From an optimization exercise on the open Yosys and OpenROAD flow, aimed at small area; shortcuts taken in it are not production practice.
RTL that was checked went through simulation tests only; none was proved equivalent to the original.

Design isc_cpu_top, start of the top module:
module isc_cpu_top (
     clk_i
    ,rst_i
    ,rst_rom_i
    ,mode_sel_i
    ,en_w_rom_i
    ,w_rom_addr_i
    ,w_rom_data_i
    ,instruction_i
    ,reg_watcher_o
    ,pc_o
    ,wb_en_o
    ,wb_addr_1_o
    ,wb_data_1_o
    ,wb_addr_2_o
    ,wb_data_2_o
);
Size in the first run: ~4800 cells after synthesis, ~1300 flip-flops, ~140 I/O pins, ~61000 um^2 of cells after synthesis.
make LEC_CHECK=0 ABC_AREA=0 CAP_MARGIN=20 CORE_MARGIN=2 CORE_UTILIZATION=40 CTS_BUF_LIST=sky130_fd_sc_hd__clkbuf_8 CTS_CLUSTER_DIAMETER=50 CTS_CLUSTER_SIZE=20 GPL_TIMING_DRIVEN=0 SLEW_MARGIN=20 SYNTH_HIERARCHICAL=1 finish   # period 40.0 ns
run.sh (not shown) runs the stock make flow with config.mk's settings and CLKGATE_MAP_FILE= SYNTH_SCRIPT=/design/flow/synth_recipe.tcl, a recipe that flattens the netlist after the stock synthesis.
Edit:
CTS_BUF_LIST = sky130_fd_sc_hd__clkbuf_8 sky130_fd_sc_hd__clkbuf_16   (was sky130_fd_sc_hd__clkbuf_8)
CTS_CLUSTER_DIAMETER = 60   (was 50)
CTS_CLUSTER_SIZE = 24   (was 20)
GPL_TIMING_DRIVEN = unset   (was 0)
Final cell count is lower by 1.9%. Utilization fell by 0.62 points. Wire length shrinks by 4.3%. Area after synthesis stays the same.
No functional check of the RTL was part of any run of this note.

Another version of the RTL of isc_cpu_top (not shown whole).
Size: about 4,200 cells after synthesis, about 1,300 flip-flops.
Design isc_cpu_top, start of the top module:
module isc_cpu_top (
     clk_i
    ,rst_i
    ,rst_rom_i
    ,mode_sel_i
    ,en_w_rom_i
    ,w_rom_addr_i
    ,w_rom_data_i
    ,instruction_i
    ,reg_watcher_o
    ,pc_o
    ,wb_en_o
    ,wb_addr_1_o
    ,wb_data_1_o
    ,wb_addr_2_o
    ,wb_data_2_o
);
    input clk_i;
    input rst_i;
    input rst_rom_i;
    input mode_sel_i;
    input en_w_rom_i;
    input [15:0] w_rom_addr_i;
    input [31:0] w_rom_data_i;
    input [31:0] instruction_i;
    output [7:0] reg_watcher_o;
    output [15:0] pc_o;
    output wb_en_o;
    output [4:0] wb_addr_1_o;
    output [7:0] wb_data_1_o;
    output [4:0] wb_addr_2_o;
    output [7:0] wb_data_2_o;
genvar g, b;
reg        en_reg_q;
reg        en_ram_q;
reg [7:0]  d1_q;       
reg [4:0]  a1_q;       
reg [7:0]  d2_q;
reg [2:0]  a2_q;       
reg [15:0] pc_q;
reg [1:0]  bub_q;
reg [4:0]  pcf_q;      
reg        romw_q;     
reg [20:0] c_q;        
reg        zr_q;       
reg        zm_q;       
wire [20:0] enc_w;
wire [20:0] enc_i;
inst_mode enc_rom (.inst_i(w_rom_data_i), .code_o(enc_w));
inst_mode enc_imm (.inst_i(instruction_i), .code_o(enc_i));
wire [20:0] rom_wd = enc_w & {21{~rst_rom_i}};    
wire [31:0] rom_col [0:20];
wire [7:0] rwh;
wire [3:0] rwl;
  ...
==> flow/config.mk <==
export PLATFORM = sky130hd
export DESIGN_NAME = isc_cpu_top
export DESIGN_NICKNAME = isc_cpu_top
export VERILOG_FILES = /design/flow/design.v
export SDC_FILE = /design/flow/constraint.sdc
export NUM_CORES = 4
export LEC_CHECK = 0
export ABC_AREA = 0
export CAP_MARGIN = 0
export CORE_MARGIN = 2
export CORE_UTILIZATION = 40
export SLEW_MARGIN = 0
export SYNTH_HIERARCHICAL = 1
==> flow/constraint.sdc <==
create_clock -name core_clock -period 40.0 [get_ports {clk_i}]
set_input_delay 8.0000 -clock core_clock [delete_from_list [all_inputs] [get_ports {clk_i}]]
set_output_delay 8.0000 -clock core_clock [all_outputs]
set_load 0.01 [all_outputs]
standard.sh (not shown) runs the stock make flow with config.mk's settings and CLKGATE_MAP_FILE= SYNTH_SCRIPT=/design/flow/synth_recipe.tcl, a recipe that flattens the netlist after the stock synthesis.
==> flow/flow/run.sh <==
#!/bin/bash
# The standard layout (the standard.sh: ORFS synthesis to finish) with
# two changes: the port buffers are the smallest buffer cell, and clock tree
# synthesis uses clkbuf_4 with sink clusters of at most 12 and inserts
# no dummy loads. Each tool's full output stays in the ORFS logs under
# orfs/logs/; make's own output goes to flow.log here.
set -euo pipefail
export BUFFER_PORTS_ARGS="-buffer_cell sky130_fd_sc_hd__buf_1"
export CTS_ARGS="-sink_clustering_enable -repair_clock_nets -dont_use_dummy_load -sink_clustering_size 12 -sink_clustering_max_diameter 40 -buf_list {sky130_fd_sc_hd__clkbuf_4}"
bash standard.sh > flow.log 2>&1
Rerun with:
--- a/flow/flow/run.sh
+++ b/flow/flow/run.sh
@@ -4 +4 @@
-# synthesis uses clkbuf_4 with sink clusters of at most 12 and inserts
+# synthesis uses clkbuf_8 with sink clusters of at most 20 and inserts
@@ -9 +9 @@
-export CTS_ARGS="-sink_clustering_enable -repair_clock_nets -dont_use_dummy_load -sink_clustering_size 12 -sink_clustering_max_diameter 40 -buf_list {sky130_fd_sc_hd__clkbuf_4}"
+export CTS_ARGS="-sink_clustering_enable -repair_clock_nets -dont_use_dummy_load -sink_clustering_size 20 -sink_clustering_max_diameter 50 -buf_list {sky130_fd_sc_hd__clkbuf_8}"
--- a/flow/config.mk
+++ b/flow/config.mk
@@ -9 +9 @@
-export CAP_MARGIN = 0
+export CAP_MARGIN = 20
@@ -11,2 +11,3 @@
-export CORE_UTILIZATION = 40
-export SLEW_MARGIN = 0
+export CORE_UTILIZATION = 60
+export PLACE_DENSITY = 0.72
+export SLEW_MARGIN = 20
The new run finished clean.
Sequential cell count does not change.
Synthesized area does not change.
Cell count fell by roughly a tenth.
Worst setup slack gets worse by 0.079 ns.
Via count rose slightly.
Cell area fell slightly.
Wire length fell by a few percent.
Non-clock buffer count rose by 23.
Rerun with:
--- a/flow/config.mk
+++ b/flow/config.mk
@@ -9 +9 @@
-export CAP_MARGIN = 20
+export CAP_MARGIN = 0
@@ -11,3 +11,2 @@
-export CORE_UTILIZATION = 60
-export PLACE_DENSITY = 0.72
-export SLEW_MARGIN = 20
+export CORE_UTILIZATION = 40
+export SLEW_MARGIN = 0
After rerunning:
- maximum frequency grows by 0.54%
- final area grows by 0.93%
- worst hold slack improved by 0.053 ns
Rerun with:
--- a/flow/config.mk
+++ b/flow/config.mk
@@ -9 +9 @@
-export CAP_MARGIN = 0
+export CAP_MARGIN = 20
@@ -12 +12 @@
-export SLEW_MARGIN = 0
+export SLEW_MARGIN = 20
Outcome: Setup slack gets better by 0.057 ns; cell area is about the same; clock-buffer cell count rose by 2; global-route usage barely changes.

Setup of run A:
isc_cpu_top again, from the RTL that the note above started with.
export LEC_CHECK = 0
export ABC_AREA = 0
export CAP_MARGIN = 0
export CORE_MARGIN = 2
export CORE_UTILIZATION = 40
export SLEW_MARGIN = 0
export SYNTH_HIERARCHICAL = 1
create_clock -name core_clock -period 40.0 [get_ports {clk_i}]
==> flow/flow/run.sh <==
#!/bin/bash
# The standard layout (the standard.sh: ORFS synthesis to finish) with
# two changes: the port buffers are the smallest buffer cell, and clock tree
# synthesis uses clkbuf_8 with sink clusters of at most 24 and inserts
# no dummy loads. Each tool's full output stays in the ORFS logs under
# orfs/logs/; make's own output goes to flow.log here.
set -euo pipefail
export BUFFER_PORTS_ARGS="-buffer_cell sky130_fd_sc_hd__buf_1"
export CTS_ARGS="-sink_clustering_enable -repair_clock_nets -dont_use_dummy_load -sink_clustering_size 24 -sink_clustering_max_diameter 50 -buf_list {sky130_fd_sc_hd__clkbuf_8}"
bash standard.sh > flow.log 2>&1
Modified inputs, run B compared to run A
==> flow/run.sh (new file) <==
#!/bin/bash
# synth_recipe.tcl (not shown) runs the flow's synth.tcl, then flattens the netlist and writes it again
# the make line also repeats each setting of config.mk as NAME=value (left out here)
make -C /OpenROAD-flow-scripts/flow DESIGN_CONFIG=/design/flow/config.mk WORK_HOME=/design/flow/orfs CLKGATE_MAP_FILE= SYNTH_SCRIPT=/design/flow/synth_recipe.tcl finish
--- a/flow/config.mk
+++ b/flow/config.mk
@@ -7,7 +7,10 @@
 export LEC_CHECK = 0
 export ABC_AREA = 0
-export CAP_MARGIN = 0
+export CAP_MARGIN = 20
 export CORE_MARGIN = 2
 export CORE_UTILIZATION = 40
-export SLEW_MARGIN = 0
+export CTS_BUF_LIST = sky130_fd_sc_hd__clkbuf_8 sky130_fd_sc_hd__clkbuf_16
+export CTS_CLUSTER_DIAMETER = 60
+export CTS_CLUSTER_SIZE = 24
+export SLEW_MARGIN = 20
 export SYNTH_HIERARCHICAL = 1
removed: flow/flow/run.sh
removed: flow/standard.sh
==> comparison <==
- Having completed the whole flow, run B delivered a layout that passed the timing, design-rule and antenna checks.
- [compare] base=run A new=run B: upper clock frequency limit shows an increase of 0.75%; minimum clock period after layout shows a reduction of 0.28 ns.
- Run B ended with less maximum clock skew at final layout than run A.
- Between run B and run A, via density per instance is higher for run A, run B comes in under that.
Modified inputs, run C compared to run B
==> flow/flow/run.sh (new file) <==
#!/bin/bash
# The standard layout (the standard.sh: ORFS synthesis to finish) with
# two changes: the port buffers are the smallest buffer cell, and clock tree
# synthesis uses clkbuf_16 with sink clusters of at most 30 and inserts
# no dummy loads. Each tool's full output stays in the ORFS logs under
# orfs/logs/; make's own output goes to flow.log here.
set -euo pipefail
export BUFFER_PORTS_ARGS="-buffer_cell sky130_fd_sc_hd__buf_1"
export CTS_ARGS="-sink_clustering_enable -repair_clock_nets -dont_use_dummy_load -sink_clustering_size 30 -sink_clustering_max_diameter 60 -buf_list {sky130_fd_sc_hd__clkbuf_16}"
bash standard.sh > flow.log 2>&1
==> flow/standard.sh (new file) <==
#!/bin/bash
# synth_recipe.tcl (not shown) runs the flow's synth.tcl, then flattens the netlist and writes it again
# the make line also repeats each setting of config.mk as NAME=value (left out here)
make -C /OpenROAD-flow-scripts/flow DESIGN_CONFIG=/design/flow/config.mk WORK_HOME=/design/flow/orfs CLKGATE_MAP_FILE= SYNTH_SCRIPT=/design/flow/synth_recipe.tcl "${@:-finish}"
--- a/flow/config.mk
+++ b/flow/config.mk
@@ -10,7 +10,4 @@
 export CORE_MARGIN = 2
 export CORE_UTILIZATION = 40
-export CTS_BUF_LIST = sky130_fd_sc_hd__clkbuf_8 sky130_fd_sc_hd__clkbuf_16
-export CTS_CLUSTER_DIAMETER = 60
-export CTS_CLUSTER_SIZE = 24
 export SLEW_MARGIN = 20
 export SYNTH_HIERARCHICAL = 1
removed: flow/run.sh
Results
Diff run C..run B | wire length of the first global-routing pass | negligible. Flip-flop and latch count came out exactly the same in run B and run C.

## separate check: timing with driven ports
The results above use ideal ports. As a check the final layouts listed here were re-extracted and re-timed, cells and wires unchanged.
Step 1, drivers: a clkbuf_16 drives clk_i and a buf_2 each remaining input, both assumed.
Step 2 times the ports against the registers' clock, not the clock port: input delays grow and output delays shrink by t, the midpoint of the rising clock arrivals with the driver on.
a / b / c = ideal ports / drivers / drivers and shift; a / b = the first two.
| run | t (ns) | setup slack, ns | hold slack, ns | worst setup path after step 2 |
|---|---|---|---|---|
| the first run of note 1 | 0.976 | 2.588 / 2.588 / 2.588 | 0.410 / 0.410 / 0.410 | register to register |
| the second run of note 1 | 0.822 | 3.297 / 3.297 / 3.297 | 0.430 / 0.430 / 0.430 | register to register |
| the first run of note 2 | 1.164 | 2.575 / 2.575 / 2.575 | 0.439 / 0.439 / 0.439 | register to register |
| the second run of note 2 | 0.828 | 2.496 / 2.496 / 2.496 | 0.360 / 0.360 / 0.360 | register to register |
| the third run of note 2 | 0.859 | 2.697 / 2.697 / 2.697 | 0.413 / 0.413 / 0.413 | register to register |
| the fourth run of note 2 | 0.884 | 2.753 / 2.753 / 2.753 | 0.426 / 0.426 / 0.426 | register to register |
| run A | 0.858 | 2.649 / 2.649 / 2.649 | 0.413 / 0.413 / 0.413 | register to register |
| run B | 0.786 | 2.926 / 2.926 / 2.926 | 0.401 / 0.401 / 0.401 | register to register |
| run C | 0.753 | 2.583 / 2.583 / 2.583 | 0.427 / 0.427 / 0.427 | register to register |
After both steps every run listed still meets setup and hold.
